What follows belongs to an exercise in optimizing a design on an open flow for small area; a production flow would make more cautious choices. At most, simulation tests tie the RTL to the original design; equivalence was not proved. The RTL of run 2 was laid out without a check of its function. The flow treats the clock pin as an ideal source, which a real chip does not have. Power and IR drop assume default switching activity.

**design/flow/design.v**
```verilog
`timescale 1ns / 1ps
module uart_stopwatch(
    input clk, rst_n,
    input rx,
    output [7:0] seg_out,
    output [7:0] sel_out,
    output tx
);
    wire s_tick, fire, lock, q_empty, q_full, tx_done;
    wire [2:0] rb;
    wire [3:0] code, head;
    wire [3:0] d0, s0, m0, h0;
    wire [2:0] s1, m1;
    wire [1:0] h1;
    wire cmd_c;
    wire up, go;
    sw_baud u_baud(.clk(clk), .rst_n(rst_n), .s_tick(s_tick));
    sw_rx u_rx(.clk(clk), .rst_n(rst_n), .rx(rx), .s_tick(s_tick), .fire(fire), .rb(rb));
    sw_ctrl u_ctrl(.clk(clk), .rst_n(rst_n), .fire(fire), .rb(rb), .cmd_c(cmd_c), .up(up), .go(go),
                   .lock(lock), .d0(d0), .s0(s0), .s1(s1), .m0(m0), .m1(m1), .h0(h0), .h1(h1), .code(code));
    sw_time u_time(.clk(clk), .rst_n(rst_n), .clr(cmd_c), .up(up), .go(go),
                   .d0(d0), .s0(s0), .s1(s1), .m0(m0), .m1(m1), .h0(h0), .h1(h1));
    sw_txq u_txq(.clk(clk), .rst_n(rst_n), .wr(lock), .code(code), .rd(tx_done),
                 .head(head), .empty(q_empty), .full(q_full));
    sw_tx u_tx(.clk(clk), .rst_n(rst_n), .s_tick(s_tick), .head(head), .empty(q_empty),
               .tx_done(tx_done), .tx(tx));
    sw_led u_led(.clk(clk), .rst_n(rst_n), .d0(d0), .s0(s0), .s1(s1), .m0(m0), .m1(m1), .h0(h0), .h1(h1),
                 .seg_out(seg_out), .sel_out(sel_out));
endmodule
module sw_baud(input clk, rst_n, output s_tick);
    reg [4:0] bcnt;
    assign s_tick = bcnt[4] & bcnt[3] & bcnt[1] & bcnt[0];    
    always @(posedge clk, negedge rst_n)
        if (!rst_n)
            bcnt <= 5'd0;
        else
            bcnt <= s_tick ? 5'd1 : bcnt + 5'd1;
endmodule
module sw_rx(input clk, rst_n, rx, s_tick, output fire, output reg [2:0] rb);
    reg [7:0] rc;
    reg       rok;     
    wire r_idle  = ~rc[7] & ~rc[6] & rc[4];
    wire r_sample = rc[7] & s_tick & (rc[3:0] == 4'hf);
    assign fire = r_idle & rok;    
    always @(posedge clk, negedge rst_n)
        if (!rst_n)
            rc <= 8'b0001_0000;
        else if (r_idle) begin
            if (!rx)
                rc <= 8'b0111_1000;
        end else if (s_tick)
            rc <= rc + 8'd1;
    always @(posedge clk)
        if (r_sample && !rc[6] && !(rc[5] & rc[4]))
            rb <= {rx, rb[2:1]};
    always @(posedge clk, negedge rst_n)
        if (!rst_n)
            rok <= 1'b0;
        else if (r_idle)
            rok <= 1'b0;
        else if (r_sample)
            case (rc[6:4])
                3'd0: rok <= 1'b1;
                3'd3: rok <= rok & ~rx;
                3'd4: rok <= rok & (rx ^ (rb[0] & rb[1]));
                3'd6: rok <= rok & rx;
                3'd7: rok <= rok & ~rx;
                default: ;
            endcase
endmodule
module sw_ctrl(input clk, rst_n, fire, input [2:0] rb,
               output cmd_c, output reg up, go, output lock,
               input [3:0] d0, s0, m0, h0, input [2:0] s1, m1, input [1:0] h1,
               output reg [3:0] code);
    assign cmd_c = fire & ( rb[0] &  rb[1] & ~rb[2]);
    wire cmd_g = fire & ( rb[0] &  rb[1] &  rb[2]);
    wire cmd_p = fire & (~rb[0] & ~rb[1] & ~rb[2]);
    wire cmd_u = fire & ( rb[0] & ~rb[1] &  rb[2]);
    wire cmd_r = fire & (~rb[0] &  rb[1] & ~rb[2]);
    reg [3:0] idx;                           
    assign lock = ~(idx[3] & idx[1]);
    always @(posedge clk, negedge rst_n)
        if (!rst_n) begin
            up <= 1'b1;
            go <= 1'b0;
            idx <= 4'd10;
        end else begin
            if (cmd_c) up <= 1'b1;
            else if (cmd_u) up <= ~up;
            if (cmd_g) go <= 1'b1;
            else if (cmd_p) go <= 1'b0;
            if (cmd_r) idx <= 4'd0;
            else if (lock) idx <= idx + 4'd1;
        end
    always @*
        case (idx)
            4'd0: code = {2'b00, h1};
            4'd1: code = h0;
            4'd3: code = {1'b0, m1};
            4'd4: code = m0;
            4'd6: code = {1'b0, s1};
            4'd7: code = s0;
            4'd8: code = 4'he;
            4'd9: code = d0;
            default: code = 4'ha;
        endcase
endmodule
module sw_time(input clk, rst_n, clr, up, go,
               output reg [3:0] d0, s0, m0, h0, output reg [2:0] s1, m1, output reg [1:0] h1);
    reg [2:0] pm;
    wire t_pm = up ? (pm == 3'd4) : (pm == 3'd0);
    wire t_d0 = up ? (d0 == 4'd9) : (d0 == 4'd0);
    wire t_s0 = up ? (s0 == 4'd9) : (s0 == 4'd0);
    wire t_s1 = up ? (s1 == 3'd5) : (s1 == 3'd0);
    wire t_m0 = up ? (m0 == 4'd9) : (m0 == 4'd0);
    wire t_m1 = up ? (m1 == 3'd5) : (m1 == 3'd0);
    wire t_h0 = up ? (h0 == 4'd9) : (h0 == 4'd0);
    wire t_h1 = up ? (h1 == 2'd2) : (h1 == 2'd0);
    wire c1 = t_pm;
    wire c2 = c1 & t_d0;
    wire c3 = c2 & t_s0;
    wire c4 = c3 & t_s1;
    wire c5 = c4 & t_m0;
    wire c6 = c5 & t_m1;
    wire c7 = c6 & t_h0;
    wire adv = go & ~(c7 & t_h1);
    always @(posedge clk, negedge rst_n)
        if (!rst_n) begin
            pm <= 0; d0 <= 0; s0 <= 0; s1 <= 0; m0 <= 0; m1 <= 0; h0 <= 0; h1 <= 0;
        end else if (clr) begin
            pm <= 0; d0 <= 0; s0 <= 0; s1 <= 0; m0 <= 0; m1 <= 0; h0 <= 0; h1 <= 0;
        end else if (adv) begin
            pm <= t_pm ? (up ? 3'd0 : 3'd4) : (up ? pm + 3'd1 : pm - 3'd1);
            if (c1) d0 <= t_d0 ? (up ? 4'd0 : 4'd9) : (up ? d0 + 4'd1 : d0 - 4'd1);
            if (c2) s0 <= t_s0 ? (up ? 4'd0 : 4'd9) : (up ? s0 + 4'd1 : s0 - 4'd1);
            if (c3) s1 <= t_s1 ? (up ? 3'd0 : 3'd5) : (up ? s1 + 3'd1 : s1 - 3'd1);
            if (c4) m0 <= t_m0 ? (up ? 4'd0 : 4'd9) : (up ? m0 + 4'd1 : m0 - 4'd1);
            if (c5) m1 <= t_m1 ? (up ? 3'd0 : 3'd5) : (up ? m1 + 3'd1 : m1 - 3'd1);
            if (c6) h0 <= t_h0 ? (up ? 4'd0 : 4'd9) : (up ? h0 + 4'd1 : h0 - 4'd1);
            if (c7) h1 <= up ? h1 + 2'd1 : h1 - 2'd1;
        end
endmodule
module sw_txq(input clk, rst_n, wr, rd, input [3:0] code,
              output [3:0] head, output empty, full);
    reg [3:0] q [0:15];
    reg [4:0] qp;          
    assign empty = qp[4];
    assign full  = ~qp[4] & (qp[3:0] == 4'hf);
    wire do_wr = wr & ~full;
    assign head = q[qp[3:0]];
    integer i;
    always @(posedge clk)
        if (do_wr) begin
            q[0] <= code;
            for (i = 1; i < 16; i = i + 1)
                q[i] <= q[i-1];
        end
    always @(posedge clk, negedge rst_n)
        if (!rst_n)
            qp <= 5'h1f;
        else if (do_wr)
            qp <= qp + 5'd1;
        else if (rd)
            qp <= qp - 5'd1;
endmodule
module sw_tx(input clk, rst_n, s_tick, empty, input [3:0] head, output tx_done, output reg tx);
    reg [7:0] tc;
    wire t_idle = ~tc[7] & ~tc[6] & tc[4];
    wire t_start = ~tc[7] & tc[6];
    wire t_stop = ~tc[7] & ~tc[4];
    assign tx_done = t_stop & s_tick & (tc[3:0] == 4'hf);
    always @(posedge clk, negedge rst_n)
        if (!rst_n)
            tc <= 8'b0001_0000;
        else if (t_idle) begin
            if (!empty)
                tc <= 8'b0111_0000;
        end else if (s_tick)
            tc <= tc + 8'd1;
    reg tbit;
    always @*
        case (tc[6:4])
            3'd4: tbit = ~(head[3] & head[2]);
            3'd5: tbit = 1'b1;
            3'd6, 3'd7: tbit = 1'b0;
            default: tbit = head[tc[5:4]];
        endcase
    always @(posedge clk, negedge rst_n)
        if (!rst_n)
            tx <= 1'b0;
        else
            tx <= tc[7] ? tbit : ~t_start;
endmodule
module sw_led(input clk, rst_n, input [3:0] d0, s0, m0, h0, input [2:0] s1, m1, input [1:0] h1,
              output [7:0] seg_out, sel_out);
    reg [19:0] dcnt;
    always @(posedge clk, negedge rst_n)
        if (!rst_n)
            dcnt <= 20'd0;
        else
            dcnt <= dcnt + 20'd1;
    wire [2:0] pos = dcnt[19:17];
    assign sel_out = ~(8'b1 << pos);
    reg [3:0] hx;
    always @*
        case (pos)
            3'd0: hx = d0;
            3'd1: hx = s0;
            3'd2: hx = {1'b0, s1};
            3'd3: hx = m0;
            3'd4: hx = {1'b0, m1};
            3'd5: hx = h0;
            3'd6: hx = {2'b00, h1};
            default: hx = 4'd0;
        endcase
    wire A = hx[3], B = hx[2], C = hx[1], D = hx[0];
    wire sa = A | C | (B & D) | (~B & ~D);
    wire sb = ~B | (~C & ~D) | (C & D);
    wire sc = B | ~C | D;
    wire sd = (~B & ~D) | (~B & C) | (C & ~D) | (B & ~C & D);
    wire se = (~B & ~D) | (C & ~D);
    wire sf = A | (~C & ~D) | (B & ~C) | (B & ~D);
    wire sg = A | (~B & C) | (B & ~C) | (C & ~D);
    assign seg_out[6:0] = ~{sg, sf, se, sd, sc, sb, sa};
    assign seg_out[7] = ~(pos[0] & ~(pos[1] & pos[2]));
endmodule
```
**design/flow/run.sh**
```bash
#!/bin/bash
# synth_recipe.tcl (not shown) runs the flow's synth.tcl, then flattens the netlist and writes it again
# the make line also repeats each setting of config.mk as NAME=value (left out here)
make -C /OpenROAD-flow-scripts/flow DESIGN_CONFIG=/design/flow/config.mk WORK_HOME=/design/flow/orfs CLKGATE_MAP_FILE= SYNTH_SCRIPT=/design/flow/synth_recipe.tcl finish
```
**design/flow/config.mk**
```make
export PLATFORM = sky130hd
export DESIGN_NAME = uart_stopwatch
export DESIGN_NICKNAME = uart_stopwatch
export VERILOG_FILES = /design/flow/design.v
export SDC_FILE = /design/flow/constraint.sdc
export NUM_CORES = 4
export LEC_CHECK = 0
export CAP_MARGIN = 20
export CORE_MARGIN = 2
export CORE_UTILIZATION = 40
export PLACE_DENSITY = 0.6
export SLEW_MARGIN = 20
```
**design/flow/constraint.sdc**
```tcl
create_clock -name core_clock -period 10.0 [get_ports {clk}]
set_input_delay 2.0000 -clock core_clock [delete_from_list [all_inputs] [get_ports {clk}]]
set_output_delay 2.0000 -clock core_clock [all_outputs]
set_load 0.01 [all_outputs]
```
==> impl_metrics.tcl, run 1 <==
set metrics [dict create \
    antenna_found_initial 0 \
    power.leakage_nw 3.43 \
    drtAntennaViolNets 0 \
    yosys.area_share.adder 0.0498 \
    vias_per_cell 5.56 \
    critical_path.max_fanout 19 \
    drc 0 \
    globalRouteTotalUtil 0.166 \
    mostFrequentLayoutCell "sky130_fd_sc_hd__dfrtp_1" \
    power.ir.vdd_worst_v 0.000119 \
    finish.utilization 0.458 \
    wl_per_cell_um 16.4 \
    dpl.hpwl_mm 11.2 \
    max_clock_skew_ps 6.13 \
    avgSynthCellArea_um2 10.6 \
    post_cts_resized 0 \
    max_slew.worst_pin.slew_ps 993 \
    total_power_mw 1.27 \
    setup.worst_path.end_class "output pin" \
    netlist-cell-type-count 74 \
    setup-violations-final 0 \
    buffer_ports.inserted 19 \
    fin_nets 782 \
    cts_tree "yes" \
    number_of_drc_markers_in_iteration_0 352 \
    diodes 0 \
    mappedNetlistArea_um2 8000 \
    first_global_vias 5736 \
    postSynth.asyncResetShare 0.547 \
    post_route_cells_drive_above_1_share 0.0915 \
    cts_buffer_depth 2 \
    synth_compound_area_frac 0.139 \
    layout-area-overhead-vs-synth_pct 11.9 \
    timing_max_transition_violations_final 0 \
    layout_min_cycle_time_ps 5230 \
    netlist_instances 753 \
    synth_seq_area_share 0.507 \
    die_y_um 145 \
    global_route_wire_length_before_repair_mm 28.7 \
    maximum_single_stage_delay_on_the_critical_path_ps 740 \
    syn-num-nets 783 \
    synth_seq_cells 148 \
    max_clock_freq_ghz 0.191 \
    critPathSlowestCell "sky130_fd_sc_hd__dfrtp_1" \
    finalWorstSetupSlack_ps 4770 \
    cp-start-kind "flop" \
    muxShareOfSynthArea 0.0413 \
    drt-total-wl_mm 16.9 \
    final_hold_vios 0 \
    post-cts-setup-buffers 0 \
    preCtsSetupSlack_ps 5300 \
    clock_insertion_delay_worst_skew_ps 420 \
    clk_transition_reported_paths_ps 60 \
    drt_pass1_iterations 5 \
    synthXorXnorAreaFrac 0.0624 \
    timing.hold.ws_ps 444 \
    final.fill_count 1807 \
    clock-sinks 148 \
    outcome "finished clean" \
    die_area_um2 21100 \
    tritoncts.num_buffers 17 \
    timing.critical_path.cells "mux4_2 > a21oi_1 > xnor2_1 > o21ai_0 > clkdlybuf4s50_1" \
    die_width_um 145 \
    grt_start_max_net_pins 82 \
    hold_path_class "flop to flop" \
    critical_path_arrival_ps 3230 \
    yosysWarnings 8 \
    postCtsHoldBufs 0 \
    timing.final.crit_share 0.523 \
    synth_enable_flop_cells 67 \
    routed-via-count 5731 \
    design.portCount 20 \
    cap_violations 0 \
    synth_top_family_by_area "simple AND/OR/NAND/NOR gates" \
    critPathRequiredTime_ps 8000 \
    grt_setup_unrepaired "false" \
    cts_max_level 4 \
    criticalPathCategory "flop to output pin" \
    cts.root.buffer_cell "sky130_fd_sc_hd__clkbuf_16" \
    place.gp.congestion 0.838 \
    setup-tns-final_ps 0 \
    tightest_slew_margin_relative_to_the_limit 0.338 \
    mostFrequentLayoutCells "sky130_fd_sc_hd__dfrtp_1, sky130_fd_sc_hd__edfxtp_1, sky130_fd_sc_hd__nand2_1" \
    core_area_um2 19500 \
    total_congestion_overflow 0 \
    synth_ff_type "sky130_fd_sc_hd__dfrtp_1" \
    power.density_nw_per_um2 142 \
    initial_utilization 0.409 \
    post_synth_and_or_nand_nor_area_fraction 0.167 \
    std_cell_rows 51 \
]
==> flip-flops by register name, indices dropped and copies added, names as in the netlist <==
register,count
u_time.s1,3
u_tx.tc,8
u_time.d0,4
u_time.h0,4
u_time.m1,3
u_rx.rb,3
u_rx.rok,1
u_txq.qp,5
u_tx.tx,1
u_time.s0,4
u_baud.bcnt,5
u_txq.q,64
u_ctrl.up,1
u_time.m0,4
u_rx.rc,8
u_ctrl.go,1
u_ctrl.idx,4
u_time.pm,3
u_led.dcnt,20
u_time.h1,2
==> metrics by stage <==
stage | instances | instance area [um2]
global placement | 998 | 8360
global route | 1030 | 8940
detailed placement | 998 | 8360
finish | 1030 | 8940
floorplan | 753 | 8000
CTS | 1030 | 8940
==> Yosys cell counts, types with 8 or more instances <==
library cell / n / area [um2]
sky130_fd_sc_hd__and3_1: 14 / 87.6
sky130_fd_sc_hd__mux2i_1: 15 / 150
sky130_fd_sc_hd__dfrtp_1: 71 / 1780
sky130_fd_sc_hd__o211ai_1: 10 / 75.1
sky130_fd_sc_hd__clkbuf_1: 36 / 135
sky130_fd_sc_hd__mux2_2: 12 / 135
sky130_fd_sc_hd__dfstp_2: 10 / 263
sky130_fd_sc_hd__xor2_1: 18 / 158
sky130_fd_sc_hd__nand2b_1: 14 / 87.6
sky130_fd_sc_hd__edfxtp_1: 67 / 2010
sky130_fd_sc_hd__inv_1: 28 / 105
sky130_fd_sc_hd__nand2_1: 57 / 214
sky130_fd_sc_hd__nor2b_1: 10 / 62.6
sky130_fd_sc_hd__a21oi_1: 42 / 210
sky130_fd_sc_hd__nor3_1: 9 / 45.0
sky130_fd_sc_hd__or3_1: 8 / 50.1
sky130_fd_sc_hd__o21ai_0: 34 / 170
sky130_fd_sc_hd__fa_1: 8 / 160
sky130_fd_sc_hd__a21o_1: 8 / 60.1
sky130_fd_sc_hd__nand4_1: 12 / 75.1
sky130_fd_sc_hd__nor2_1: 52 / 195
sky130_fd_sc_hd__ha_1: 19 / 238
sky130_fd_sc_hd__xnor2_1: 39 / 342
sky130_fd_sc_hd__nand3b_1: 8 / 60.1
sky130_fd_sc_hd__o22ai_1: 9 / 56.3
sky130_fd_sc_hd__nand3_1: 45 / 225
==> cells by family after synthesis <==
family	Yosys count
adders and majority gates	27
DFF	148
muxes	29
buffers and inverters	69
AOI/OAI and AO/OA	166
xor gates and xnor gates	57
and+or+nand+nor	257
==> layout make-up <==
cell class / instances / area, um2 / area share
Clock buffer: 17 / 425 / 0.0476
Clock inverter: 15 / 155 / 0.0173
Inverter: 28 / 105 / 0.0118
Multi-Input combinational cell: 536 / 3670 / 0.410
Sequential cell: 148 / 4050 / 0.453
Tap cell: 265 / 332 / 0.0371
Timing Repair Buffer: 21 / 206 / 0.0231
==> power by group <==
part	leakage, nW	internal (mW)	total (mW)	switching, mW
Clock	0.271	0.368	0.632	0.264
Combinational	1.66	0.000912	0.00774	0.00682
Sequential	1.50	0.632	0.632	0
==> critical path, delay by kind of cell, from the launching register on <==
family	cells	cell delay (ps)
multiplexers	1	600
XOR/XNOR	1	160
AO/OA/AOI/OAI	2	720
flip-flops	1	740
buffers and inverters	1	590
==> final timing paths <==
check | startpoint | end | slack (ps) | cells after the start
max | u_led.dcnt[17] | seg_out[3] | 4770 | 5
min in group asynchronous | rst_n | u_led.dcnt[16] | 1620 | 1
min | u_txq.q[2][3] | u_txq.q[3][3] | 440 | 0
min reg2reg | u_txq.q[2][3] | u_txq.q[3][3] | 440 | 0
max in group asynchronous | rst_n | u_tx.tc[0] | 7820 | 1
max reg2reg | u_ctrl.up | u_time.h1[1] | 6600 | 6
==> metal layers <==
layer,GRT usage,routed length (um),vias to the layer above
met5,0,0,-
met1,0.213,7610,2882
met3,0.0323,540,19
met4,0.0627,229,0
li1,-,-,2748
met2,0.280,8550,82
==> run 2: changes to the inputs <==
--- a/design/flow/design.v
+++ b/design/flow/design.v
@@ -108,14 +108,31 @@
 module sw_time(input clk, rst_n, clr, up, go,
                output reg [3:0] d0, s0, m0, h0, output reg [2:0] s1, m1, output reg [1:0] h1);
     reg [2:0] pm;
-    wire t_pm = up ? (pm == 3'd4) : (pm == 3'd0);
-    wire t_d0 = up ? (d0 == 4'd9) : (d0 == 4'd0);
-    wire t_s0 = up ? (s0 == 4'd9) : (s0 == 4'd0);
-    wire t_s1 = up ? (s1 == 3'd5) : (s1 == 3'd0);
-    wire t_m0 = up ? (m0 == 4'd9) : (m0 == 4'd0);
-    wire t_m1 = up ? (m1 == 3'd5) : (m1 == 3'd0);
-    wire t_h0 = up ? (h0 == 4'd9) : (h0 == 4'd0);
-    wire t_h1 = up ? (h1 == 2'd2) : (h1 == 2'd0);
+    wire [2:0] tg_pm = up ? {pm[2] | (pm[1] & pm[0]), pm[0], ~pm[2]}
+                          : {~pm[1] & ~pm[0], ~pm[0] & (pm[1] | pm[2]), pm[2] | pm[1] | pm[0]};
+    wire t_pm = up ? pm[2] : ~(pm[2] | pm[1] | pm[0]);
+    function [3:0] tg10(input u, input [3:0] b);
+        tg10 = u ? {(b[2] & b[1] & b[0]) | (b[3] & b[0]), b[1] & b[0], b[0] & ~b[3], 1'b1}
+                 : {(b[3] & ~b[0]) | ~(b[3] | b[2] | b[1] | b[0]), ~b[1] & ~b[0] & (b[2] | b[3]),
+                    ~b[0] & (b[1] | b[2] | b[3]), 1'b1};
+    endfunction
+    function tm10(input u, input [3:0] b);
+        tm10 = u ? (b[3] & b[0]) : ~(b[3] | b[2] | b[1] | b[0]);
+    endfunction
+    function [2:0] tg6(input u, input [2:0] b);
+        tg6 = u ? {b[0] & (b[1] | b[2]), b[0] & ~b[2], 1'b1}
+                : {~b[1] & ~b[0], ~b[0] & (b[1] | b[2]), 1'b1};
+    endfunction
+    function tm6(input u, input [2:0] b);
+        tm6 = u ? (b[2] & b[0]) : ~(b[2] | b[1] | b[0]);
+    endfunction
+    wire t_d0 = tm10(up, d0);
+    wire t_s0 = tm10(up, s0);
+    wire t_s1 = tm6(up, s1);
+    wire t_m0 = tm10(up, m0);
+    wire t_m1 = tm6(up, m1);
+    wire t_h0 = tm10(up, h0);
+    wire t_h1 = up ? h1[1] : ~(h1[1] | h1[0]);
     wire c1 = t_pm;
     wire c2 = c1 & t_d0;
     wire c3 = c2 & t_s0;
@@ -127,17 +144,15 @@
     always @(posedge clk, negedge rst_n)
         if (!rst_n) begin
             pm <= 0; d0 <= 0; s0 <= 0; s1 <= 0; m0 <= 0; m1 <= 0; h0 <= 0; h1 <= 0;
-        end else if (clr) begin
-            pm <= 0; d0 <= 0; s0 <= 0; s1 <= 0; m0 <= 0; m1 <= 0; h0 <= 0; h1 <= 0;
-        end else if (adv) begin
-            pm <= t_pm ? (up ? 3'd0 : 3'd4) : (up ? pm + 3'd1 : pm - 3'd1);
-            if (c1) d0 <= t_d0 ? (up ? 4'd0 : 4'd9) : (up ? d0 + 4'd1 : d0 - 4'd1);
-            if (c2) s0 <= t_s0 ? (up ? 4'd0 : 4'd9) : (up ? s0 + 4'd1 : s0 - 4'd1);
-            if (c3) s1 <= t_s1 ? (up ? 3'd0 : 3'd5) : (up ? s1 + 3'd1 : s1 - 3'd1);
-            if (c4) m0 <= t_m0 ? (up ? 4'd0 : 4'd9) : (up ? m0 + 4'd1 : m0 - 4'd1);
-            if (c5) m1 <= t_m1 ? (up ? 3'd0 : 3'd5) : (up ? m1 + 3'd1 : m1 - 3'd1);
-            if (c6) h0 <= t_h0 ? (up ? 4'd0 : 4'd9) : (up ? h0 + 4'd1 : h0 - 4'd1);
-            if (c7) h1 <= up ? h1 + 2'd1 : h1 - 2'd1;
+        end else begin
+            pm <= {3{~clr}} & (pm ^ ({3{adv}} & tg_pm));
+            d0 <= {4{~clr}} & (d0 ^ ({4{adv & c1}} & tg10(up, d0)));
+            s0 <= {4{~clr}} & (s0 ^ ({4{adv & c2}} & tg10(up, s0)));
+            s1 <= {3{~clr}} & (s1 ^ ({3{adv & c3}} & tg6(up, s1)));
+            m0 <= {4{~clr}} & (m0 ^ ({4{adv & c4}} & tg10(up, m0)));
+            m1 <= {3{~clr}} & (m1 ^ ({3{adv & c5}} & tg6(up, m1)));
+            h0 <= {4{~clr}} & (h0 ^ ({4{adv & c6}} & tg10(up, h0)));
+            h1 <= {2{~clr}} & (h1 ^ ({2{adv & c7}} & {~(up ^ h1[0]), 1'b1}));
         end
 endmodule
 module sw_txq(input clk, rst_n, wr, rd, input [3:0] code,
--- a/design/flow/config.mk
+++ b/design/flow/config.mk
@@ -8,5 +8,8 @@
 export CAP_MARGIN = 20
 export CORE_MARGIN = 2
 export CORE_UTILIZATION = 40
+export CTS_BUF_LIST = sky130_fd_sc_hd__clkbuf_8
+export CTS_CLUSTER_DIAMETER = 100
+export CTS_CLUSTER_SIZE = 30
 export PLACE_DENSITY = 0.6
 export SLEW_MARGIN = 20
==> run 2 against run 1 <==
- die area down 1.9%
- largest cell class unchanged
- cell area down 4.1%
- setup slack better by 23 ps
==> impl_metrics.tcl, run 2 <==
set metrics [dict create \
    outcome "finished clean" \
    power.leakage_nw 2.99 \
    die_y_um 144 \
    max_flop_register "u_txq.q" \
    gr-usage-met1 0.231 \
    syn-num-nets 767 \
    postCtsHoldBufs 0 \
    mostFrequentLayoutCell "sky130_fd_sc_hd__dfrtp_1" \
    globalRouteTotalUtil 0.171 \
    timing_max_transition_violations_final 0 \
    die_width_um 144 \
    drc 0 \
    finish.utilization 0.444 \
    drtAntennaViolNets 0 \
    global_route_wire_length_before_repair_mm 27.9 \
    setup-tns-final_ps 0 \
    criticalPathCategory "flop to output pin" \
    max_clock_skew_ps 20.8 \
    total_congestion_overflow 0 \
    std_cell_rows 51 \
    synth_ff_type "sky130_fd_sc_hd__dfrtp_1" \
    layout-area-overhead-vs-synth_pct 9.45 \
    timing.final.crit_share 0.521 \
    reg2reg_setup_slack_ps 6580 \
    clkPwrFrac 0.437 \
    total_power_mw 1.13 \
    postLayoutCellArea_um2 8580 \
    critical_path_arrival_ps 3210 \
    timing.reg2reg.worst_path_depth 9 \
    drt_pass1_iterations 9 \
    first_global_vias 5471 \
    dpl.hpwl_mm 11.3 \
    synth_seq_cells 148 \
    layout_min_cycle_time_ps 5210 \
    post_route_cells_drive_above_1_share 0.101 \
    buffer_ports.inserted 19 \
    setup-violations-final 0 \
    cts_buffer_depth 2 \
    mappedNetlistArea_um2 7840 \
    clock-sinks 148 \
    netlist_instances 752 \
    core_area_um2 19300 \
    synth_enable_flop_cells 67 \
    place.gp.congestion 0.898 \
    cp-start-kind "flop" \
    worst_r2r_endpoint "u_txq.qp[4]" \
    final_hold_vios 0 \
    hold_path_depth 0 \
    post-cts-setup-buffers 0 \
    power.ir.vdd_worst_v 0.000100 \
    synth_seq_area_share 0.517 \
    grt_setup_unrepaired "false" \
    grt.met3_usage 0.0348 \
    yosysWarnings 8 \
    cap_violations 0 \
    flop_pwr_share 0.556 \
    global_route.usage.met2 0.272 \
    clk_transition_reported_paths_ps 80 \
    tightest_slew_margin_relative_to_the_limit 0.325 \
    tritoncts.num_buffers 17 \
    clock_insertion_delay_worst_skew_ps 450 \
    comb_power_share 0.007 \
    initial_utilization 0.405 \
    placedInstanceArea_um2 8160 \
    final_cells 1018 \
    critPathRequiredTime_ps 8000 \
    worst_r2r_startpoint "u_txq.qp[1]" \
    avgSynthCellArea_um2 10.4 \
    max_clock_freq_ghz 0.192 \
    final.fill_count 1828 \
    netlist-cell-type-count 80 \
    min_to "u_txq.q[3][2]" \
    mostFrequentLayoutCells "sky130_fd_sc_hd__dfrtp_1, sky130_fd_sc_hd__edfxtp_1, sky130_fd_sc_hd__nor2_1" \
    antenna_found_initial 0 \
    post_cts_resized 0 \
    ff_latch_area_um2 4050 \
    gr-max-usage-layer "met2" \
    power.density_nw_per_um2 132 \
    drt-total-wl_mm 17.0 \
    numPlacedInstances 986 \
    largest_register_ffs 64 \
    vias_per_cell 5.64 \
    p_int_mw 0.906 \
    synthMostInstantiatedCell "sky130_fd_sc_hd__dfrtp_1" \
    hold_path_class "flop to flop" \
    biggestRegsByFlops "u_txq.q: 64 flops, u_led.dcnt: 20 flops" \
    number_of_drc_markers_in_iteration_0 527 \
    synth_largest_type_area_fraction 0.257 \
    die_area_um2 20700 \
    grt_start_max_net_pins 82 \
    net-switching-power_mw 0.229 \
    netlist_top_cells_area "sky130_fd_sc_hd__edfxtp_1, sky130_fd_sc_hd__dfrtp_1, sky130_fd_sc_hd__xnor2_1" \
    cts_max_level 4 \
    setup.worst_path.end_class "output pin" \
    min_from "u_txq.q[2][2]" \
    postSynth.asyncResetShare 0.547 \
    critical_path.max_fanout 17 \
    cts_tree "yes" \
    synth.largest_area_cell "sky130_fd_sc_hd__edfxtp_1" \
    max_slew.worst_pin.slew_ps 1010 \
    diodes 0 \
    fin_nets 755 \
    power_switching_share 0.202 \
    cts.root.buffer_cell "sky130_fd_sc_hd__clkbuf_8" \
    synth_commonest_cells "sky130_fd_sc_hd__dfrtp_1, sky130_fd_sc_hd__edfxtp_1, sky130_fd_sc_hd__nor2_1" \
    design.portCount 20 \
    routed-via-count 5742 \
    multi_input_area_um2 3500 \
    wl_per_cell_um 16.7 \
]
## run 2: changes by cell type after synthesis, moves of 8 or more
cell | previous run | this run
sky130_fd_sc_hd__nor2_1 | 52 | 65
sky130_fd_sc_hd__ha_1 | 19 | 11
sky130_fd_sc_hd__nand2b_1 | 14 | 6
sky130_fd_sc_hd__nand3_1 | 45 | 37
## run 2: layout make-up
type / count / share of cell area
sequential: 148 / 0.472
timing repair buffer: 20 / 0.0232
inverter: 21 / 0.00919
multi-input combinational: 532 / 0.408
clock inverter: 14 / 0.0200
clock buffer: 18 / 0.0289
tap: 265 / 0.0387
## run 2: worst max-delay path by stage
stage | from | to | slack [ps] | cells past startpoint
floorplan | u_led.dcnt[19] | seg_out[6] | 5830 | 7
global placement | u_led.dcnt[19] | seg_out[0] | 5350 | 7
detailed placement | u_led.dcnt[19] | seg_out[0] | 5280 | 7
CTS | u_led.dcnt[19] | seg_out[0] | 4760 | 7
global route | u_led.dcnt[19] | seg_out[3] | 4540 | 8
finish | u_led.dcnt[19] | seg_out[0] | 4790 | 7
## run 2: power groups by stage
| stage | Combinational, mW | Sequential (mW) | Clock, mW |
|---|---|---|---|
| 2_1_floorplan | 0.000176 | 0.644 | 0 |
| 3_3_place_gp | 0.00772 | 0.644 | 0 |
| 3_5_place_dp | 0.00805 | 0.644 | 0 |
| 4_1_cts | 0.00806 | 0.631 | 0.510 |
| 5_1_grt | 0.00900 | 0.631 | 0.533 |
| 6_report | 0.00752 | 0.631 | 0.496 |
## run 2: cell families after synthesis
kind of cell             count (synthesis)  synth area share
adder cells (fa/ha/maj)                 12            0.0201
AND/OR/NAND/NOR                        274             0.182
flip-flops                             148             0.517
XOR/XNOR                                53            0.0592
AO/OA/AOI/OAI                          171             0.154
buffers and inverters                   72            0.0367
multiplexers                            22            0.0315
## run 2: metal layers
metal	wire, um	part of all wire	vias to the layer above
met1	7730	0.45	2827
met2	8340	0.49	159
li1	-	-	2739
met5	0	0	-
met4	228	0.013	0
met3	721	0.042	17
## run 2: worst max-delay path: stages (launching register included)
cell	delay, ps
sky130_fd_sc_hd__dfrtp_1	720
sky130_fd_sc_hd__mux2i_1	250
sky130_fd_sc_hd__a2bb2oi_1	170
sky130_fd_sc_hd__nor2_1	60
sky130_fd_sc_hd__a211oi_1	650
sky130_fd_sc_hd__xnor2_1	210
sky130_fd_sc_hd__and3_1	170
sky130_fd_sc_hd__clkdlybuf4s50_1	530
## run 2: through the flow
stage / hold slack [ps] / setup slack [ps]
after floorplan: 417 / 5830
after global placement: 421 / 5350
after detailed placement: 432 / 5280
after CTS: 452 / 4760
after global routing: 466 / 4540
final: 443 / 4790
==> run 3: changes to the inputs <==
--- a/design/flow/design.v
+++ b/design/flow/design.v
@@ -14,9 +14,10 @@
     wire [1:0] h1;
     wire cmd_c;
     wire up, go;
-    sw_baud u_baud(.clk(clk), .rst_n(rst_n), .s_tick(s_tick));
+    wire [4:0] bcnt;
+    sw_baud u_baud(.clk(clk), .rst_n(rst_n), .s_tick(s_tick), .bcnt(bcnt));
     sw_rx u_rx(.clk(clk), .rst_n(rst_n), .rx(rx), .s_tick(s_tick), .fire(fire), .rb(rb));
-    sw_ctrl u_ctrl(.clk(clk), .rst_n(rst_n), .fire(fire), .rb(rb), .cmd_c(cmd_c), .up(up), .go(go),
+    sw_ctrl u_ctrl(.clk(clk), .rst_n(rst_n), .fire(fire), .rb(rb), .bcnt(bcnt), .cmd_c(cmd_c), .up(up), .go(go),
                    .lock(lock), .d0(d0), .s0(s0), .s1(s1), .m0(m0), .m1(m1), .h0(h0), .h1(h1), .code(code));
     sw_time u_time(.clk(clk), .rst_n(rst_n), .clr(cmd_c), .up(up), .go(go),
                    .d0(d0), .s0(s0), .s1(s1), .m0(m0), .m1(m1), .h0(h0), .h1(h1));
@@ -27,8 +28,7 @@
     sw_led u_led(.clk(clk), .rst_n(rst_n), .d0(d0), .s0(s0), .s1(s1), .m0(m0), .m1(m1), .h0(h0), .h1(h1),
                  .seg_out(seg_out), .sel_out(sel_out));
 endmodule
-module sw_baud(input clk, rst_n, output s_tick);
-    reg [4:0] bcnt;
+module sw_baud(input clk, rst_n, output s_tick, output reg [4:0] bcnt);
     assign s_tick = bcnt[4] & bcnt[3] & bcnt[1] & bcnt[0];    
     always @(posedge clk, negedge rst_n)
         if (!rst_n)
@@ -68,8 +68,8 @@
                 default: ;
             endcase
 endmodule
-module sw_ctrl(input clk, rst_n, fire, input [2:0] rb,
-               output cmd_c, output reg up, go, output lock,
+module sw_ctrl(input clk, rst_n, fire, input [2:0] rb, input [4:0] bcnt,
+               output cmd_c, output reg up, go, lock,
                input [3:0] d0, s0, m0, h0, input [2:0] s1, m1, input [1:0] h1,
                output reg [3:0] code);
     assign cmd_c = fire & ( rb[0] &  rb[1] & ~rb[2]);
@@ -77,31 +77,29 @@
     wire cmd_p = fire & (~rb[0] & ~rb[1] & ~rb[2]);
     wire cmd_u = fire & ( rb[0] & ~rb[1] &  rb[2]);
     wire cmd_r = fire & (~rb[0] &  rb[1] & ~rb[2]);
-    reg [3:0] idx;                           
-    assign lock = ~(idx[3] & idx[1]);
     always @(posedge clk, negedge rst_n)
         if (!rst_n) begin
             up <= 1'b1;
             go <= 1'b0;
-            idx <= 4'd10;
+            lock <= 1'b0;
         end else begin
             if (cmd_c) up <= 1'b1;
             else if (cmd_u) up <= ~up;
             if (cmd_g) go <= 1'b1;
             else if (cmd_p) go <= 1'b0;
-            if (cmd_r) idx <= 4'd0;
-            else if (lock) idx <= idx + 4'd1;
+            if (cmd_r) lock <= 1'b1;
+            else if (bcnt[3] & bcnt[1] & bcnt[0]) lock <= 1'b0;    
         end
     always @*
-        case (idx)
-            4'd0: code = {2'b00, h1};
-            4'd1: code = h0;
-            4'd3: code = {1'b0, m1};
-            4'd4: code = m0;
-            4'd6: code = {1'b0, s1};
-            4'd7: code = s0;
-            4'd8: code = 4'he;
-            4'd9: code = d0;
+        case (bcnt[3:0])
+            4'd2: code = {2'b00, h1};
+            4'd3: code = h0;
+            4'd5: code = {1'b0, m1};
+            4'd6: code = m0;
+            4'd8: code = {1'b0, s1};
+            4'd9: code = s0;
+            4'd10: code = 4'he;
+            4'd11: code = d0;
             default: code = 4'ha;
         endcase
 endmodule
@@ -208,13 +206,18 @@
 endmodule
 module sw_led(input clk, rst_n, input [3:0] d0, s0, m0, h0, input [2:0] s1, m1, input [1:0] h1,
               output [7:0] seg_out, sel_out);
-    reg [19:0] dcnt;
-    always @(posedge clk, negedge rst_n)
-        if (!rst_n)
-            dcnt <= 20'd0;
-        else
-            dcnt <= dcnt + 20'd1;
-    wire [2:0] pos = dcnt[19:17];
+    reg [16:0] lf;
+    reg [2:0] pos;
+    wire lz = ~|lf[15:0];
+    always @(posedge clk, negedge rst_n)
+        if (!rst_n) begin
+            lf <= 17'd1;
+            pos <= 3'd0;
+        end else begin
+            lf <= {lf[15:0], lf[16] ^ lf[13] ^ lz};
+            if (lz & ~lf[16])
+                pos <= pos + 3'd1;
+        end
     assign sel_out = ~(8'b1 << pos);
     reg [3:0] hx;
     always @*
==> design/flow/flow/run.sh (new file) <==
#!/bin/bash
# Own layout flow: the standard ORFS flow (standard.sh) with
#  * an area-oriented ABC script (flow/area.abc) for the combinational logic;
#    registers are mapped by the standard synthesis script, unchanged;
#  * a clock tree of clkbuf_8 without dummy loads;
#  * clkbuf-free minimum-size port buffers (buf_1) on every input and output.
# Each tool's output goes to a log file in this folder (ORFS also keeps its
# per-step logs under orfs/logs/).
set -euo pipefail
work=$(pwd)

# Synthesis script: synth_recipe.tcl with Yosys's abc call given our script.
{
  head -n 1 synth_recipe.tcl
  cat <<EOT
proc abc {args} {
  set i [lsearch \$args -script]
  lset args [expr {\$i + 1}] $work/flow/area.abc
  yosys abc {*}\$args
}
EOT
  tail -n +2 synth_recipe.tcl
} > own_synth.tcl
sed "s#$work/synth_recipe.tcl#$work/own_synth.tcl#" standard.sh > own_standard.sh
grep -q own_synth.tcl own_standard.sh

bash own_standard.sh \
  "CTS_ARGS=-sink_clustering_enable -repair_clock_nets -dont_use_dummy_load -sink_clustering_size 30 -sink_clustering_max_diameter 100 -buf_list sky130_fd_sc_hd__clkbuf_8" \
  "BUFFER_PORTS_ARGS=-buffer_cell sky130_fd_sc_hd__buf_1" \
  finish > flow_make.log 2>&1
test -s out/final.def
==> design/flow/flow/area.abc (new file) <==
&get -n
&st
&dc2
&dch
&nf -R 1000
&put
==> design/flow/standard.sh (new file) <==
#!/bin/bash
# synth_recipe.tcl (not shown) runs the flow's synth.tcl, then flattens the netlist and writes it again
# the make line also repeats each setting of config.mk as NAME=value (left out here)
make -C /OpenROAD-flow-scripts/flow DESIGN_CONFIG=/design/flow/config.mk WORK_HOME=/design/flow/orfs CLKGATE_MAP_FILE= SYNTH_SCRIPT=/design/flow/synth_recipe.tcl "${@:-finish}"
--- a/design/flow/config.mk
+++ b/design/flow/config.mk
@@ -8,8 +8,5 @@
 export CAP_MARGIN = 20
 export CORE_MARGIN = 2
 export CORE_UTILIZATION = 40
-export CTS_BUF_LIST = sky130_fd_sc_hd__clkbuf_8
-export CTS_CLUSTER_DIAMETER = 100
-export CTS_CLUSTER_SIZE = 30
 export PLACE_DENSITY = 0.6
 export SLEW_MARGIN = 20
removed: design/flow/run.sh
==> run 3 against run 2 <==
- setup slack better by 390 ps
- sequential share of layout area up 7.2 points
- die area down 14%
- core utilization about the same
- final cell count down 14%
- still clean
- largest cell class unchanged
==> impl_metrics.tcl, run 3 <==
set metrics [dict create \
    worstPathBufferInverterCount 4 \
    post-cts-setup-buffers 0 \
    synth_ff_type "sky130_fd_sc_hd__dfrtp_1" \
    initial_utilization 0.407 \
    power.density_nw_per_um2 132 \
    timing.final.crit_share 0.482 \
    reg2reg_setup_slack_ps 5300 \
    total_congestion_overflow 0 \
    wl_per_cell_um 17.4 \
    layout-area-overhead-vs-synth_pct 8.90 \
    power.ir.vdd_worst_v 0.0000971 \
    synthMostInstantiatedCell "sky130_fd_sc_hd__dfrtp_1" \
    timing.reg2reg.worst_path_depth 14 \
    hold_path_class "flop to flop" \
    biggestRegsByFlops "u_txq.q: 64 flops, u_led.lf: 17 flops" \
    antenna_found_initial 0 \
    tightest_slew_margin_relative_to_the_limit 0.334 \
    p_int_mw 0.770 \
    worst_r2r_startpoint "u_ctrl.up" \
    multi_input_area_um2 2630 \
    net-switching-power_mw 0.197 \
    numPlacedInstances 856 \
    cts_buffer_depth 2 \
    netlist-cell-type-count 47 \
    die_y_um 133 \
    synth_commonest_cells "sky130_fd_sc_hd__dfrtp_1, sky130_fd_sc_hd__edfxtp_1, sky130_fd_sc_hd__a21oi_1" \
    synth_seq_cells 145 \
    layout_min_cycle_time_ps 4820 \
    fin_nets 674 \
    cts.root.buffer_cell "sky130_fd_sc_hd__clkbuf_8" \
    critPathSlowestCell "sky130_fd_sc_hd__dfrtp_1" \
    die_area_um2 17800 \
    mostFrequentLayoutCell "sky130_fd_sc_hd__dfrtp_1" \
    drt-total-wl_mm 15.1 \
    criticalPathCategory "flop to output pin" \
    place.gp.congestion 0.865 \
    comb_power_share 0.007 \
    grt_start_max_net_pins 79 \
    post_route_cells_drive_above_1_share 0.0459 \
    max_flop_register "u_txq.q" \
    first_global_vias 4944 \
    critical_path.max_fanout 6 \
    outcome "finished clean" \
    timing.critical_path.cells "clkinv_1 > ha_1 > nor2b_1 > clkinv_1 > o22ai_1 > a221oi_1 > nand3_1 > clkinv_1 > o21ai_0 > nand2_1 > nor2_1 > buf_1" \
    post_cts_resized 0 \
    clkPwrFrac 0.352 \
    critPathRequiredTime_ps 8000 \
    total_power_mw 0.966 \
    max_clock_freq_ghz 0.207 \
    netlist_top_cells_area "sky130_fd_sc_hd__edfxtp_1, sky130_fd_sc_hd__dfrtp_1, sky130_fd_sc_hd__a21oi_1" \
    netlist_instances 616 \
    critical_path.endpoint "seg_out[6]" \
    grt_setup_unrepaired "false" \
    globalRouteTotalUtil 0.177 \
    std_cell_rows 47 \
    diodes 0 \
    cp-start-kind "flop" \
    syn-num-nets 635 \
    drc 0 \
    postCtsHoldBufs 0 \
    cts_tree "yes" \
    final.fill_count 1570 \
    synth_largest_type_area_fraction 0.300 \
    max_slew.worst_pin.slew_ps 991 \
    design.portCount 20 \
    ff_latch_area_um2 3980 \
    power_switching_share 0.203 \
    critical_path_arrival_ps 2820 \
    drtAntennaViolNets 0 \
    synth_enable_flop_cells 67 \
    avgSynthCellArea_um2 10.9 \
    cpMostUsedCell "sky130_fd_sc_hd__clkinv_1" \
    worst_r2r_endpoint "u_time.s1[1]" \
    core_area_um2 16500 \
    buffer_ports.inserted 19 \
    power.leakage_nw 2.78 \
    setup-tns-final_ps 0 \
    mostFrequentLayoutCells "sky130_fd_sc_hd__dfrtp_1, sky130_fd_sc_hd__edfxtp_1, sky130_fd_sc_hd__a21oi_1" \
    crit_start "u_led.pos[1]" \
    drt_pass1_iterations 8 \
    mappedNetlistArea_um2 6700 \
    global_route_wire_length_before_repair_mm 24.7 \
    synth_seq_area_share 0.593 \
    tritoncts.num_buffers 17 \
    dpl.hpwl_mm 10.2 \
    clk_transition_reported_paths_ps 80 \
    routed-via-count 5085 \
    cap_violations 0 \
    vias_per_cell 5.82 \
    postSynth.asyncResetShare 0.538 \
    number_of_drc_markers_in_iteration_0 616 \
    max_clock_skew_ps 21.5 \
    clock-sinks 145 \
    largest_register_ffs 64 \
    cts_max_level 4 \
    timing_max_transition_violations_final 0 \
    cp_num_cells 12 \
    final_cells 873 \
    hold_path_depth 0 \
    setup.worst_path.end_class "output pin" \
    clock_insertion_delay_worst_skew_ps 450 \
    final_hold_vios 0 \
    yosysWarnings 8 \
    setup-violations-final 0 \
    flop_pwr_share 0.641 \
    maximum_single_stage_delay_on_the_critical_path_ps 400 \
    path_delay_family "simple AND/OR/NAND/NOR gates" \
    die_width_um 133 \
    synth.largest_area_cell "sky130_fd_sc_hd__edfxtp_1" \
]
-- run 3: changes by cell type in the layout (fill, tap and decap cells not counted), sizes merged, moves of 16 or more --
cell           change
buf               +18
nor2              -18
clkinv            +23
nor3              +18
a21oi             +20
inv               -25
clkdlybuf4s50     -18
xnor2             -27
a22oi             +16
-- run 3: power groups by stage --
stage	clock (mW)	sequential, mW	combinational [mW]
finish	0.340	0.620	0.00652
global route	0.374	0.619	0.00785
CTS	0.351	0.620	0.00705
detailed placement	0	0.632	0.00703
global placement	0	0.632	0.00688
floorplan	0	0.632	0.0000632
-- run 3: logic make-up after synthesis --
family                     Yosys count  synth area share
and+or+nand+nor                    231             0.169
AOI/OAI and AO/OA                  181             0.171
DFF                                145             0.593
buffers and inverters               28            0.0157
adders and majority gates           16            0.0310
xor gates and xnor gates            13            0.0170
muxes                                2           0.00336
-- run 3: layer usage --
layer / global-route usage / part of all wire
met1: 0.230 / 0.44
met2: 0.278 / 0.48
met3: 0.0438 / 0.049
met4: 0.0845 / 0.031
met5: 0 / 0
-- run 3: cell type report --
type                            count  area share
Sequential cell                   145       0.545
Multi-Input combinational cell    443       0.360
Tap cell                          220      0.0377
Clock buffer                       17      0.0321
Inverter                           28      0.0144
Timing Repair Buffer               20      0.0113
-- run 3: how the worst min path moves through the flow --
stage	endpoint	from	slack (ps)
final	u_led.lf[2]	u_led.lf[1]	370
after global routing	u_led.lf[2]	u_led.lf[1]	390
after CTS	u_led.lf[2]	u_led.lf[1]	380
after detailed placement	u_led.lf[7]	u_led.lf[6]	370
after global placement	u_led.lf[2]	u_led.lf[1]	360
after floorplan	u_led.lf[10]	u_led.lf[9]	350
-- run 3: stage by stage --
step	instance area [um2]	util	hold WS [ps]	setup slack, ps
after global routing	7300	0.443	389	4930
after CTS	7300	0.443	379	5230
after global placement	7060	0.429	361	5540
final	7300	0.443	372	5180
after floorplan	6700	-	354	5960
after detailed placement	7070	0.429	366	5350
==> run 4: changes to the inputs <==
--- a/design/flow/design.v
+++ b/design/flow/design.v
@@ -44,12 +44,14 @@
     assign fire = r_idle & rok;    
     always @(posedge clk, negedge rst_n)
         if (!rst_n)
-            rc <= 8'b0001_0000;
+            rc[7:4] <= 4'b0001;
         else if (r_idle) begin
             if (!rx)
-                rc <= 8'b0111_1000;
+                rc[7:4] <= 4'b0111;
         end else if (s_tick)
-            rc <= rc + 8'd1;
+            rc[7:4] <= rc[7:4] + {3'd0, rc[3:0] == 4'hf};
+    always @(posedge clk)
+        rc[3:0] <= r_idle ? 4'b1000 : rc[3:0] + {3'd0, s_tick};
     always @(posedge clk)
         if (r_sample && !rc[6] && !(rc[5] & rc[4]))
             rb <= {rx, rb[2:1]};
@@ -184,12 +186,14 @@
     assign tx_done = t_stop & s_tick & (tc[3:0] == 4'hf);
     always @(posedge clk, negedge rst_n)
         if (!rst_n)
-            tc <= 8'b0001_0000;
+            tc[7:4] <= 4'b0001;
         else if (t_idle) begin
             if (!empty)
-                tc <= 8'b0111_0000;
+                tc[7:4] <= 4'b0111;
         end else if (s_tick)
-            tc <= tc + 8'd1;
+            tc[7:4] <= tc[7:4] + {3'd0, tc[3:0] == 4'hf};
+    always @(posedge clk)
+        tc[3:0] <= t_idle ? 4'b0000 : tc[3:0] + {3'd0, s_tick};
     reg tbit;
     always @*
         case (tc[6:4])
--- a/design/flow/flow/run.sh
+++ b/design/flow/flow/run.sh
@@ -3,7 +3,7 @@
 #  * an area-oriented ABC script (flow/area.abc) for the combinational logic;
 #    registers are mapped by the standard synthesis script, unchanged;
 #  * a clock tree of clkbuf_8 without dummy loads;
-#  * clkbuf-free minimum-size port buffers (buf_1) on every input and output.
+#  * minimum-size port buffers (buf_1) on every input and output.
 # Each tool's output goes to a log file in this folder (ORFS also keeps its
 # per-step logs under orfs/logs/).
 set -euo pipefail
==> run 4 against run 3 <==
- still clean
- die area shrank 0.61%
- hold slack worse by 1.2 ps
- critical path depth unchanged
- maximum frequency rose by 2.0%
- sequential share of layout area decreased by 0.27 points
- synthesized cell count down 2.8%
- critical path type unchanged
- largest cell class unchanged
==> impl_metrics.tcl, run 4 <==
set metrics [dict create \
    grt_setup_unrepaired "false" \
    final_cells 857 \
    outcome "finished clean" \
    critical_path.max_fanout 6 \
    netlist_instances 599 \
    grt_start_max_net_pins 71 \
    clock-sinks 145 \
    synth_enable_flop_cells 67 \
    syn-num-nets 624 \
    number_of_drc_markers_in_iteration_0 646 \
    clk_transition_reported_paths_ps 70 \
    timing_max_transition_violations_final 0 \
    tightest_slew_margin_relative_to_the_limit 0.300 \
    yosysWarnings 8 \
    std_cell_rows 47 \
    power.leakage_nw 2.79 \
    max_clock_freq_ghz 0.211 \
    criticalPathCategory "flop to output pin" \
    cap_violations 0 \
    post_cts_resized 0 \
    netlist_top_cells_area "sky130_fd_sc_hd__edfxtp_1, sky130_fd_sc_hd__dfrtp_1, sky130_fd_sc_hd__ha_1" \
    cts_max_level 4 \
    synthMostInstantiatedCell "sky130_fd_sc_hd__edfxtp_1" \
    numPlacedInstances 840 \
    mostFrequentLayoutCells "sky130_fd_sc_hd__edfxtp_1, sky130_fd_sc_hd__dfrtp_1, sky130_fd_sc_hd__a21oi_1" \
    setup-tns-final_ps 0 \
    biggestRegsByFlops "u_txq.q: 64 flops, u_led.lf: 17 flops" \
    post-cts-setup-buffers 0 \
    die_width_um 133 \
    max_clock_skew_ps 20.6 \
    layout-area-overhead-vs-synth_pct 9.04 \
    final_hold_vios 0 \
    preCtsSetupSlack_ps 5410 \
    place.gp.congestion 0.893 \
    cts_buffer_depth 2 \
    finalWorstSetupSlack_ps 5270 \
    diodes 0 \
    dpl.hpwl_mm 10.1 \
    globalRouteTotalUtil 0.177 \
    synth_ff_type "sky130_fd_sc_hd__edfxtp_1" \
    hold_path_class "flop to flop" \
    finish.utilization 0.443 \
    postCtsHoldBufs 0 \
    setup.worst_path.end_class "output pin" \
    maximum_single_stage_delay_on_the_critical_path_ps 410 \
    mappedNetlistArea_um2 6660 \
    antenna_found_initial 0 \
    die_y_um 133 \
    avgSynthCellArea_um2 11.1 \
    fin_nets 664 \
    mostFrequentLayoutCell "sky130_fd_sc_hd__edfxtp_1" \
    max_flop_register "u_txq.q" \
    layout_min_cycle_time_ps 4730 \
    vias_per_cell 5.82 \
    design.portCount 20 \
    placedInstanceArea_um2 7030 \
    postLayoutCellArea_um2 7260 \
    drtAntennaViolNets 0 \
    critPathSlowestCell "sky130_fd_sc_hd__dfrtp_1" \
    timing.final.crit_share 0.473 \
    setup-violations-final 0 \
    drt_pass1_iterations 6 \
    netlist-cell-type-count 49 \
    cp-start-kind "flop" \
    synth_seq_cells 145 \
    global_route_wire_length_before_repair_mm 24.7 \
    largest_register_ffs 64 \
    critPathRequiredTime_ps 8000 \
    drc 0 \
    die_area_um2 17700 \
    timing.hold.ws_ps 371 \
    synth.largest_area_cell "sky130_fd_sc_hd__edfxtp_1" \
    routed-via-count 4987 \
    core_area_um2 16400 \
    clock_insertion_delay_worst_skew_ps 450 \
    buffer_ports.inserted 19 \
    drt-total-wl_mm 14.8 \
    synth_seq_area_share 0.591 \
    power.ir.vdd_worst_v 0.0000853 \
    initial_utilization 0.406 \
    cpMostUsedCell "sky130_fd_sc_hd__nand2_1" \
    power.density_nw_per_um2 132 \
    cts.root.buffer_cell "sky130_fd_sc_hd__clkbuf_8" \
    synth_commonest_cells "sky130_fd_sc_hd__edfxtp_1, sky130_fd_sc_hd__dfrtp_1, sky130_fd_sc_hd__a21oi_1" \
    post_route_cells_drive_above_1_share 0.0487 \
    postSynth.asyncResetShare 0.483 \
    critical_path_arrival_ps 2730 \
    cts_tree "yes" \
    synth_largest_type_area_fraction 0.302 \
    total_power_mw 0.960 \
    timing.critical_path.cells "clkinv_1 > ha_1 > nor2b_1 > clkinv_1 > o22ai_1 > a221oi_1 > o211ai_1 > nand2_1 > nand2_1 > nand2_1 > nor2_1 > buf_1" \
    wl_per_cell_um 17.3 \
    tritoncts.num_buffers 17 \
    total_congestion_overflow 0 \
    first_global_vias 4901 \
    max_slew.worst_pin.slew_ps 1040 \
]
==> run 4: layout make-up <==
class / count / area [um2]
clock buffers: 17 / 234
fillers: 1489 / 9150
inverters: 28 / 105
multi-input cells: 426 / 2630
flip-flops and latches: 145 / 3940
well taps: 220 / 275
repair buffers: 21 / 87.6
==> run 4: kinds of logic (layout without fill, tap and decap cells) <==
group	Yosys count	count (layout)	share of synthesized area
adders and majority gates	22	22	0.0425
DFF	145	145	0.591
AOI/OAI and AO/OA	174	174	0.170
xor gates and xnor gates	16	16	0.0210
buffers and inverters	28	66	0.0158
and+or+nand+nor	212	212	0.157
muxes	2	2	0.00319
==> run 4: power by group <==
group          switching, mW  leakage, nW  internal [mW]  total (mW)
Clock                  0.185        0.122          0.150       0.334
Sequential                 0         1.61          0.619       0.619
Combinational        0.00568         1.06       0.000598     0.00628
Total                  0.190         2.79          0.769       0.960
==> run 4: final timing paths <==
path / start / endpoint / slack (ps) / cells past startpoint
hold / removal: u_led.lf[7] / u_led.lf[8] / 370 / 0
min in group asynchronous: rst_n / u_time.s0[3] / 1760 / 2
setup / recovery: u_led.pos[0] / seg_out[6] / 5270 / 12
max in group asynchronous: rst_n / u_time.h0[2] / 7640 / 2
hold reg to reg: u_led.lf[7] / u_led.lf[8] / 370 / 0
setup reg to reg: u_ctrl.up / u_time.s1[1] / 5310 / 14
==> run 4: critical path: cells and delay by family (launching register included) <==
kind	cells	cell delay (ps)
buffers and inverters	3	400
DFF	1	410
AOI/OAI and AO/OA	3	490
and+or+nand+nor	5	750
adders and majority gates	1	240
==> run 4: layer usage <==
metal  vias up  share of wire  GRT usage
met5         -              0          0
met4         0          0.018     0.0651
met3        26          0.059     0.0471
met2       179           0.49      0.292
met1      2420           0.44      0.225
li1       2362              -          -
==> run 5: changes to the inputs <==
--- a/design/flow/flow/run.sh
+++ b/design/flow/flow/run.sh
@@ -2,7 +2,8 @@
 # Own layout flow: the standard ORFS flow (standard.sh) with
 #  * an area-oriented ABC script (flow/area.abc) for the combinational logic;
 #    registers are mapped by the standard synthesis script, unchanged;
-#  * a clock tree of clkbuf_8 without dummy loads;
+#  * a clock tree of clkbuf_4 without dummy loads, where a buffer whose
+#    loads see too slow a clock edge becomes clkbuf_8 (flow/cts_fix.tcl);
 #  * minimum-size port buffers (buf_1) on every input and output.
 # Each tool's output goes to a log file in this folder (ORFS also keeps its
 # per-step logs under orfs/logs/).
@@ -25,7 +26,8 @@
 grep -q own_synth.tcl own_standard.sh
 
 bash own_standard.sh \
-  "CTS_ARGS=-sink_clustering_enable -repair_clock_nets -dont_use_dummy_load -sink_clustering_size 30 -sink_clustering_max_diameter 100 -buf_list sky130_fd_sc_hd__clkbuf_8" \
+  "CTS_ARGS=-sink_clustering_enable -repair_clock_nets -dont_use_dummy_load -sink_clustering_size 30 -sink_clustering_max_diameter 100 -buf_list sky130_fd_sc_hd__clkbuf_4" \
+  "POST_CTS_TCL=$work/flow/cts_fix.tcl" \
   "BUFFER_PORTS_ARGS=-buffer_cell sky130_fd_sc_hd__buf_1" \
   finish > flow_make.log 2>&1
 test -s out/final.def
==> design/flow/flow/cts_fix.tcl (new file) <==
# POST_CTS hook: the clock tree is built from clkbuf_4; a clock buffer whose
# loads see a slew above 110 ps is swapped to clkbuf_8, then the placement is
# legalized again.
proc clk_fix {target bigmaster} {
  set block [ord::get_db_block]
  set big [[ord::get_db] findMaster $bigmaster]
  for {set iter 0} {$iter < 5} {incr iter} {
    set changed 0
    estimate_parasitics -placement
    foreach inst [$block getInsts] {
      set m [[$inst getMaster] getName]
      if {![string match "sky130_fd_sc_hd__clkbuf_*" $m] || $m eq $bigmaster} continue
      set onet [[$inst findITerm X] getNet]
      if {$onet eq "NULL" || [$onet getSigType] ne "CLOCK"} continue
      set worst 0
      foreach it [$onet getITerms] {
        if {[$it isOutputSignal]} continue
        set pin [get_pins -quiet [$it getName /]]
        if {$pin eq ""} continue
        foreach x {slew_max_rise slew_max_fall} {
          set s [get_property $pin $x]
          if {$s > $worst} { set worst $s }
        }
      }
      if {$worst > $target} {
        puts "clk_fix: [$inst getName] $m -> $bigmaster (slew [format %.3f $worst])"
        $inst swapMaster $big
        set changed 1
      }
    }
    if {!$changed} break
  }
}
clk_fix 0.110 sky130_fd_sc_hd__clkbuf_8
detailed_placement
check_placement -verbose
estimate_parasitics -placement
==> run 5 against run 4 <==
- sequential share of layout area grew 0.57 points
- area after synthesis is the same
- sequential cell count did not move
- critical endpoint unchanged
==> impl_metrics.tcl, run 5 <==
set metrics [dict create \
    outcome "finished clean" \
    setup-tns-final_ps 0 \
    critical_path_arrival_ps 2710 \
    drtAntennaViolNets 0 \
    tightest_slew_margin_relative_to_the_limit 0.301 \
    biggestRegsByFlops "u_txq.q: 64 flops, u_led.lf: 17 flops" \
    placedInstanceArea_um2 7030 \
    die_width_um 133 \
    mappedNetlistArea_um2 6660 \
    criticalPathCategory "flop to output pin" \
    synthMostInstantiatedCell "sky130_fd_sc_hd__edfxtp_1" \
    final_hold_vios 0 \
    cp-start-kind "flop" \
    worst_r2r_startpoint "u_ctrl.up" \
    layout_min_cycle_time_ps 4710 \
    hold_path_class "flop to flop" \
    routed-via-count 4965 \
    synth_ff_type "sky130_fd_sc_hd__edfxtp_1" \
    buffer_ports.inserted 19 \
    crit_start "u_led.pos[0]" \
    design.portCount 20 \
    final_cells 857 \
    setup.worst_path.end_class "output pin" \
    syn-num-nets 624 \
    core_area_um2 16400 \
    synth_seq_area_share 0.591 \
    netlist_top_cells_area "sky130_fd_sc_hd__edfxtp_1, sky130_fd_sc_hd__dfrtp_1, sky130_fd_sc_hd__ha_1" \
    timing.final.crit_share 0.471 \
    total_congestion_overflow 0 \
    ff_latch_area_um2 3940 \
    wl_per_cell_um 17.3 \
    postSynth.asyncResetShare 0.483 \
    multi_input_area_um2 2630 \
    antenna_found_initial 0 \
    clk_transition_reported_paths_ps 90 \
    mostFrequentLayoutCells "sky130_fd_sc_hd__edfxtp_1, sky130_fd_sc_hd__dfrtp_1, sky130_fd_sc_hd__a21oi_1" \
    die_area_um2 17700 \
    synth_largest_type_area_fraction 0.302 \
    netlist_instances 599 \
    clock_insertion_delay_worst_skew_ps 430 \
    layout-area-overhead-vs-synth_pct 7.91 \
    timing.reg2reg.worst_path_depth 14 \
    critPathRequiredTime_ps 8000 \
    max_slew.worst_pin.slew_ps 1040 \
    std_cell_rows 47 \
    power.leakage_nw 2.76 \
    cts_tree "yes" \
    post_route_cells_drive_above_1_share 0.0487 \
    finish.utilization 0.438 \
    numPlacedInstances 840 \
    avgSynthCellArea_um2 11.1 \
    grt_start_max_net_pins 71 \
    maximum_single_stage_delay_on_the_critical_path_ps 420 \
    drc 0 \
    clock-sinks 145 \
    synth.largest_area_cell "sky130_fd_sc_hd__edfxtp_1" \
    fin_nets 664 \
    global_route_wire_length_before_repair_mm 24.8 \
    drt_pass1_iterations 7 \
    timing.critical_path.cells "clkinv_1 > ha_1 > nor2b_1 > clkinv_1 > o22ai_1 > a221oi_1 > o211ai_1 > nand2_1 > nand2_1 > nand2_1 > nor2_1 > buf_1" \
    place.gp.congestion 0.893 \
    critPathSlowestCell "sky130_fd_sc_hd__dfrtp_1" \
    drt-total-wl_mm 14.8 \
    yosysWarnings 8 \
    number_of_drc_markers_in_iteration_0 603 \
    worst_r2r_endpoint "u_time.s0[3]" \
    mostFrequentLayoutCell "sky130_fd_sc_hd__edfxtp_1" \
    setup-violations-final 0 \
    critical_path.endpoint "seg_out[6]" \
    synth_commonest_cells "sky130_fd_sc_hd__edfxtp_1, sky130_fd_sc_hd__dfrtp_1, sky130_fd_sc_hd__a21oi_1" \
    reg2reg_setup_slack_ps 5320 \
    power.density_nw_per_um2 125 \
    max_flop_register "u_txq.q" \
    first_global_vias 4891 \
    grt_setup_unrepaired "false" \
    final.fill_count 1488 \
    hold_path_depth 0 \
    netlist-cell-type-count 49 \
    synth_enable_flop_cells 67 \
    cap_violations 0 \
    cp_num_cells 12 \
    vias_per_cell 5.79 \
    timing.hold.ws_ps 365 \
    globalRouteTotalUtil 0.177 \
    power.ir.vdd_worst_v 0.0000705 \
    worstPathBufferInverterCount 3 \
    initial_utilization 0.406 \
    synth_seq_cells 145 \
    die_y_um 133 \
    timing_max_transition_violations_final 0 \
    largest_register_ffs 64 \
    diodes 0 \
    max_clock_skew_ps 27.0 \
    path_delay_family "simple AND/OR/NAND/NOR gates" \
    cpMostUsedCell "sky130_fd_sc_hd__nand2_1" \
    dpl.hpwl_mm 10.1 \
    critical_path.max_fanout 6 \
    postLayoutCellArea_um2 7190 \
    max_clock_freq_ghz 0.212 \
]
## run 5: how the worst min path moves through the flow
stage / start / endpoint / slack, ps
after detailed placement: u_led.lf[12] / u_led.lf[13] / 360
final: u_led.lf[8] / u_led.lf[9] / 360
after global routing: u_led.lf[8] / u_led.lf[9] / 380
after global placement: u_led.lf[4] / u_led.lf[5] / 360
after floorplan: u_led.lf[9] / u_led.lf[10] / 350
## run 5: cell type report
cell class | count | area share
sequential | 145 | 0.548
multi-input combinational | 426 | 0.365
tap | 220 | 0.0383
clock buffer | 17 | 0.0221
inverter | 28 | 0.0146
timing repair buffer | 21 | 0.0122
## run 5: layer usage
metal  routed length, um  global-route usage  up-vias
li1                    -                   -     2366
met1                6480               0.227     2383
met2                7170               0.293      197
met3                 953              0.0460       19
met4                 242              0.0585        0
met5                   0                   0        -
## run 5: cells by family after synthesis
| family | share of synthesized area |
|---|---|
| buffers and inverters | 0.0158 |
| and+or+nand+nor | 0.157 |
| AOI/OAI and AO/OA | 0.170 |
| muxes | 0.00319 |
| adders and majority gates | 0.0425 |
| DFF | 0.591 |
| xor gates and xnor gates | 0.0210 |
## run 5: report_power, final
group          leakage, nW  internal (mW)  switching [mW]
sequential            1.61          0.619               0
combinational         1.06       0.000597         0.00572
clock               0.0912          0.100           0.175
total                 2.76          0.719           0.180
## run 5: through the flow
step / worst slack [ps] / total power, mW
after floorplan: 6070 / 0.631
after global placement: 5540 / 0.638
after detailed placement: 5410 / 0.638
after global routing: 4800 / 0.943
final: 5290 / 0.900

## re-timing with driven ports
The flow's constraints put no driver on any port. The routed layouts listed below were extracted and timed again, unchanged, in two steps. Step 1 assumes that a clkbuf_16 drives the clock port and a buf_2 every other input. Step 2 moves the port delays by t, midway between the first and last clock arrival at a register: inputs arrive t later, outputs are due t later. That takes back most of the time a late clock gives input paths. Three values: ideal, step 1, step 2; two values: the first two.
| run | t (ns) | slack for setup (ns) | worst setup path after step 2 |
|---|---|---|---|
| run 1 | 0.468 | 4.766 / 4.719 / 5.187 | register to output |
| run 2 | 0.475 | 4.788 / 4.748 / 5.223 | register to output |
| run 3 | 0.482 | 5.177 / 5.139 / 5.297 | register to register |
| run 4 | 0.479 | 5.271 / 5.231 / 5.311 | register to register |
| run 5 | 0.449 | 5.290 / 5.252 / 5.323 | register to register |
After both steps setup and hold are still met in every run listed.
